Context: an optimization exercise on an open-source flow, tuned for small area, a short achievable clock period and few clock cycles. The choices shown serve that exercise and are no tape-out recipe. The RTL was checked by simulation tests, not by an equivalence proof against the original design. Power figures rest on the tool's default switching activity, not on a simulated workload.

Design pipelined_cpu, start of the top module:
module pipelined_cpu(
    input clk,
    input rst_n,
    output [15:0]imem_addr,
    input [31:0]imem_rdata,
    output [15:0]dmem_addr,
    output dmem_we,
    output [31:0]dmem_wdata,
    input [31:0]dmem_rdata,
    output reg debug_wb_have_inst,
    output [31:0]debug_wb_pc,
    output reg debug_wb_ena,
    output reg [4:0]debug_wb_reg,
    output reg [31:0]debug_wb_value
    );
    reg [31:2] fpc_q;    
    wire [31:0] fpc = {fpc_q, 2'b00};
    reg [31:2] pc;       
    reg [31:2] alt_q;    
    wire [31:0] alt = {alt_q, 2'b00};
    reg [31:7] ir;
    reg [31:0] ra;       
    reg [31:0] rb;       
    reg        fam;      
    reg        fbm;      
    reg        fbm_r;    
    reg        v;        
    reg        kill;     
    reg is_lw, is_jalr, is_sw, is_br, is_link, is_lui, is_rr, pred;
    reg wr_kind, xwe, sub, sra;
    reg s_add, s_sll, s_xor, s_sr, s_or, s_and;
    reg        m_v;
    reg [31:2] m_pc;
    reg [31:0] m_res;    
    reg [31:0] m_data;   
    reg [4:0]  m_rd;
    reg        m_wr, m_we, m_lw, m_sw;
    wire [31:0] q [0:31];
    assign q[0] = 32'd0;
    genvar gi;
    generate
        for (gi = 1; gi < 32; gi = gi + 1) begin : R
            reg [31:0] r;
            always @(posedge clk) begin
                if (m_we && m_rd == gi) r <= m_val;
            end
            assign q[gi] = r;
        end
    endgenerate
    wire [2:0] f3 = ir[14:12];
    wire [4:0] rd = ir[11:7];
    wire x_we = xwe & ~kill;
    wire [31:0] a = fam ? m_res : ra;
    wire [31:0] b = fbm ? m_res : rb;
    wire [31:0] imm = is_sw ? {{20{ir[31]}}, ir[31:25], ir[11:7]} : {{20{ir[31]}}, ir[31:20]};
    wire [31:0] rb_imm = is_rr ? rb : imm;
    wire [31:0] opb = fbm_r ? m_res : rb_imm;
    wire [31:0] sum = a + (sub ? ~opb : opb) + {31'b0, sub};
    wire [4:0] sh = is_rr ? b[4:0] : ir[24:20];
    wire [31:0] a_rev;
    wire [31:0] shout;
    wire [31:0] sll;
    genvar gj;
    generate
        for (gj = 0; gj < 32; gj = gj + 1) begin : REV
            assign a_rev[gj] = a[31 - gj];
            assign sll[gj] = shout[31 - gj];
        end
    endgenerate
    wire [31:0] shin = s_sll ? a_rev : a;
    assign shout = $signed({sra & a[31], shin}) >>> sh;
    wire [31:0] early = ({32{s_xor}} & (a ^ opb)) | ({32{s_or}} & (a | opb)) |
                        ({32{s_and}} & (a & opb)) |
  ...
Size: ~5200 cells after synthesis, ~1400 flip-flops, about 200 I/O pins, roughly 64000 um2 of cells after synthesis.
==> flow/config.mk <==
export PLATFORM = sky130hd
export DESIGN_NAME = pipelined_cpu
export DESIGN_NICKNAME = pipelined_cpu
export VERILOG_FILES = /design/flow/design.v
export SDC_FILE = /design/flow/constraint.sdc
export NUM_CORES = 8
export LEC_CHECK = 0
export CAP_MARGIN = 20
export CELL_PAD_IN_SITES_DETAIL_PLACEMENT = 1
export CORE_MARGIN = 2
export CORE_UTILIZATION = 40
export CTS_CLUSTER_DIAMETER = 80
export CTS_CLUSTER_SIZE = 25
export SETUP_SLACK_MARGIN = 5
export SLEW_MARGIN = 20
export TNS_END_PERCENT = 30
==> flow/constraint.sdc <==
create_clock -name core_clock -period 9.0 [get_ports {clk}]
set_input_delay 1.8000 -clock core_clock [delete_from_list [all_inputs] [get_ports {clk}]]
set_output_delay 1.8000 -clock core_clock [all_outputs]
set_load 0.01 [all_outputs]
standard.sh (not shown) runs the stock make flow with config.mk's settings and CLKGATE_MAP_FILE= SYNTH_SCRIPT=/design/flow/synth_recipe.tcl, a recipe that flattens the netlist after the stock synthesis.
==> flow/flow/run.sh <==
#!/bin/bash
# The standard layout (standard.sh), with one change: the port buffers that
# buffer_ports inserts are sky130_fd_sc_hd__buf_2 instead of the delay cell it
# picks by default. Every port still gets its buffer. make's output goes to
# make_finish.log; each tool's full log stays in orfs/logs/.
set -euo pipefail
bash standard.sh "BUFFER_PORTS_ARGS=-buffer_cell sky130_fd_sc_hd__buf_2" finish > make_finish.log 2>&1
test -f out/final.def
Testbench counts at the start, summed over its fixed seeds: cycles 91,727.
Then changed:
--- a/flow/design.v
+++ b/flow/design.v
@@ -11,18 +11,20 @@
     output [31:0]debug_wb_pc,
     output reg debug_wb_ena,
     output reg [4:0]debug_wb_reg,
     output reg [31:0]debug_wb_value
     );
     reg [31:2] fpc_q;    
     wire [31:0] fpc = {fpc_q, 2'b00};
+    reg [1:0] bc0, bc1;
     reg [31:2] pc;       
     reg [31:2] alt_q;    
     wire [31:0] alt = {alt_q, 2'b00};
-    reg [31:7] ir;
+    reg [14:7] ir;       
+    reg [31:0] immq;     
     reg [31:0] ra;       
     reg [31:0] rb;       
     reg        fam;      
     reg        fbm;      
     reg        fbm_r;    
     reg        v;        
     reg        kill;     
@@ -48,42 +50,55 @@
         end
     endgenerate
     wire [2:0] f3 = ir[14:12];
     wire [4:0] rd = ir[11:7];
     wire x_we = xwe & ~kill;
     wire [31:0] a = fam ? m_res : ra;
     wire [31:0] b = fbm ? m_res : rb;
-    wire [31:0] imm = is_sw ? {{20{ir[31]}}, ir[31:25], ir[11:7]} : {{20{ir[31]}}, ir[31:20]};
+    wire [31:0] imm = immq;
     wire [31:0] rb_imm = is_rr ? rb : imm;
     wire [31:0] opb = fbm_r ? m_res : rb_imm;
     wire [31:0] sum = a + (sub ? ~opb : opb) + {31'b0, sub};
-    wire [4:0] sh = is_rr ? b[4:0] : ir[24:20];
+    wire [4:0] sh = is_rr ? b[4:0] : immq[4:0];
     wire [31:0] a_rev;
     wire [31:0] shout;
     wire [31:0] sll;
     genvar gj;
     generate
         for (gj = 0; gj < 32; gj = gj + 1) begin : REV
             assign a_rev[gj] = a[31 - gj];
             assign sll[gj] = shout[31 - gj];
         end
     endgenerate
     wire [31:0] shin = s_sll ? a_rev : a;
     assign shout = $signed({sra & a[31], shin}) >>> sh;
     wire [31:0] early = ({32{s_xor}} & (a ^ opb)) | ({32{s_or}} & (a | opb)) |
                         ({32{s_and}} & (a & opb)) |
-                        ({32{is_link}} & alt) | ({32{is_lui}} & {ir[31:12], 12'b0});
+                        ({32{is_link}} & alt) | ({32{is_lui}} & immq);
     wire [31:0] xres = ({32{s_add}} & sum) | ({32{s_sll}} & sll) |
                        ({32{s_sr}} & shout) | early;
     wire eq = a == b;
     wire lt = $signed(a) < $signed(b);
     wire cond = f3[2] ? (lt ^ f3[0]) : (eq ^ f3[0]);
     wire redirect = ~kill & (is_jalr | (is_br & (cond ^ pred)));
-    wire [31:0] jt = a + {{20{ir[31]}}, ir[31:20]};
+    wire [31:0] jt = a + immq;
     wire [31:0] redirect_pc = is_jalr ? {jt[31:1], 1'b0} : alt;
+    wire [1:0] bcx = pc[2] ? bc1 : bc0;
+    wire x_dis = cond ^ immq[31];
+    wire [1:0] bcn = x_dis ? ((bcx == 2'b11) ? 2'b11 : bcx + 2'b01)
+                           : ((bcx == 2'b00) ? 2'b00 : bcx - 2'b01);
+    always @(posedge clk or negedge rst_n) begin
+        if (!rst_n) begin
+            bc0 <= 2'b00;
+            bc1 <= 2'b00;
+        end else if (is_br & ~kill) begin
+            if (pc[2]) bc1 <= bcn;
+            else bc0 <= bcn;
+        end
+    end
     assign dmem_addr = m_res[17:2];
     assign dmem_we = m_sw;
     assign dmem_wdata = m_data;
     wire [31:0] m_val = m_lw ? dmem_rdata : m_res;
     assign imem_addr = fpc[17:2];
     wire [31:0] fi = imem_rdata;
     wire [4:0] rs1 = fi[19:15];
@@ -102,16 +117,17 @@
     wire f_wr   = f_alu | f_lw | f_lui | f_jal | f_jalr;
     wire f_use1 = ~(f_lui | f_jal);
     wire f_use2 = f_r | f_sw | f_br;
     wire [31:0] f_imm = fi[3] ? {{12{fi[31]}}, fi[19:12], fi[20], fi[30:21], 1'b0}
                               : {{20{fi[31]}}, fi[7], fi[30:25], fi[11:8], 1'b0};
     wire [31:0] f_tgt = fpc + f_imm;
     wire [31:0] f_pc4 = fpc + 32'd4;
-    wire f_pred = f_jal | (f_br & fi[31]);
-    wire f_fwd_br = f_br & ~fi[31];
+    wire f_flip = fpc[2] ? bc1[1] : bc0[1];
+    wire f_pred = f_jal | (f_br & (fi[31] ^ f_flip));
+    wire f_fwd_br = f_br & ~(fi[31] ^ f_flip);
     wire stall = is_lw && x_we && ((f_use1 && rd == rs1) || (f_use2 && rd == rs2));
     wire [31:0] fpc_f = ({32{f_pred & ~stall}} & f_tgt) | ({32{~f_pred & ~stall}} & f_pc4) |
                         ({32{stall}} & fpc);
     always @(posedge clk or negedge rst_n) begin
         if (!rst_n)
             fpc_q <= 30'd0;
         else
@@ -129,15 +145,17 @@
     end
     always @(posedge clk) begin
         ra <= (m_we && m_rd == rs1) ? m_val : rf1;
         rb <= (m_we && m_rd == rs2) ? m_val : rf2;
         fam <= x_we && rd == rs1;
         fbm <= x_we && rd == rs2;
         fbm_r <= x_we && rd == rs2 && f_r;
-        ir <= fi[31:7];
+        ir <= fi[14:7];
+        immq <= f_sw ? {{20{fi[31]}}, fi[31:25], fi[11:7]} :
+                f_lui ? {fi[31:12], 12'b0} : {{20{fi[31]}}, fi[31:20]};
         pc <= fpc_q;
         alt_q <= f_fwd_br ? f_tgt[31:2] : f_pc4[31:2];
         pred <= f_pred;
         sub <= f_r & fi[30];
         sra <= fi[30];
         s_add <= (f_alu & ff3 == 3'b000) | f_lw | f_sw;
         s_sll <= f_alu & ff3 == 3'b001;
Result: The changed run passed the timing, DRC and antenna checks; total power grows by 4.0%; core utilization shrinks by 0.11 points; synthesized area grows by 2.3%; fmax shrinks by 0.56%; non-clock buffer count shrinks by 5; via count grows by 2.8%.
Testbench counts after the change, summed over its fixed seeds: cycles 90,510.

## separate check: timing with driven ports
No port has a modelled driver above. Below, the same layouts with a new extraction and two added sets of constraints. Step 1: set_driving_cell puts a clkbuf_16 on clk and a buf_2 on each other input, an assumption about the parent block. Step 2 times the ports against the registers' clock, not the clock port: input delays grow and output delays shrink by t, the midpoint of the rising clock arrivals with the driver on. Three values: no drivers, after step 1, after step 2; two values: the first two.
run | t, ns | setup WS [ns] | worst setup path after step 2 | worst data-port slew with drivers (ns) | cell pins on the clock port's net
the first run | 0.843 | 4.710 / 4.765 / 3.922 | input to register | 0.09 | 1
the second run | 0.833 | 4.685 / 4.723 / 3.890 | input to register | 0.08 | 1
After both steps setup and hold are still met in every run listed. For the second run, which loses most, drivers alone change the setup slack by +0.038 ns; drivers and shift together by -0.795 ns.
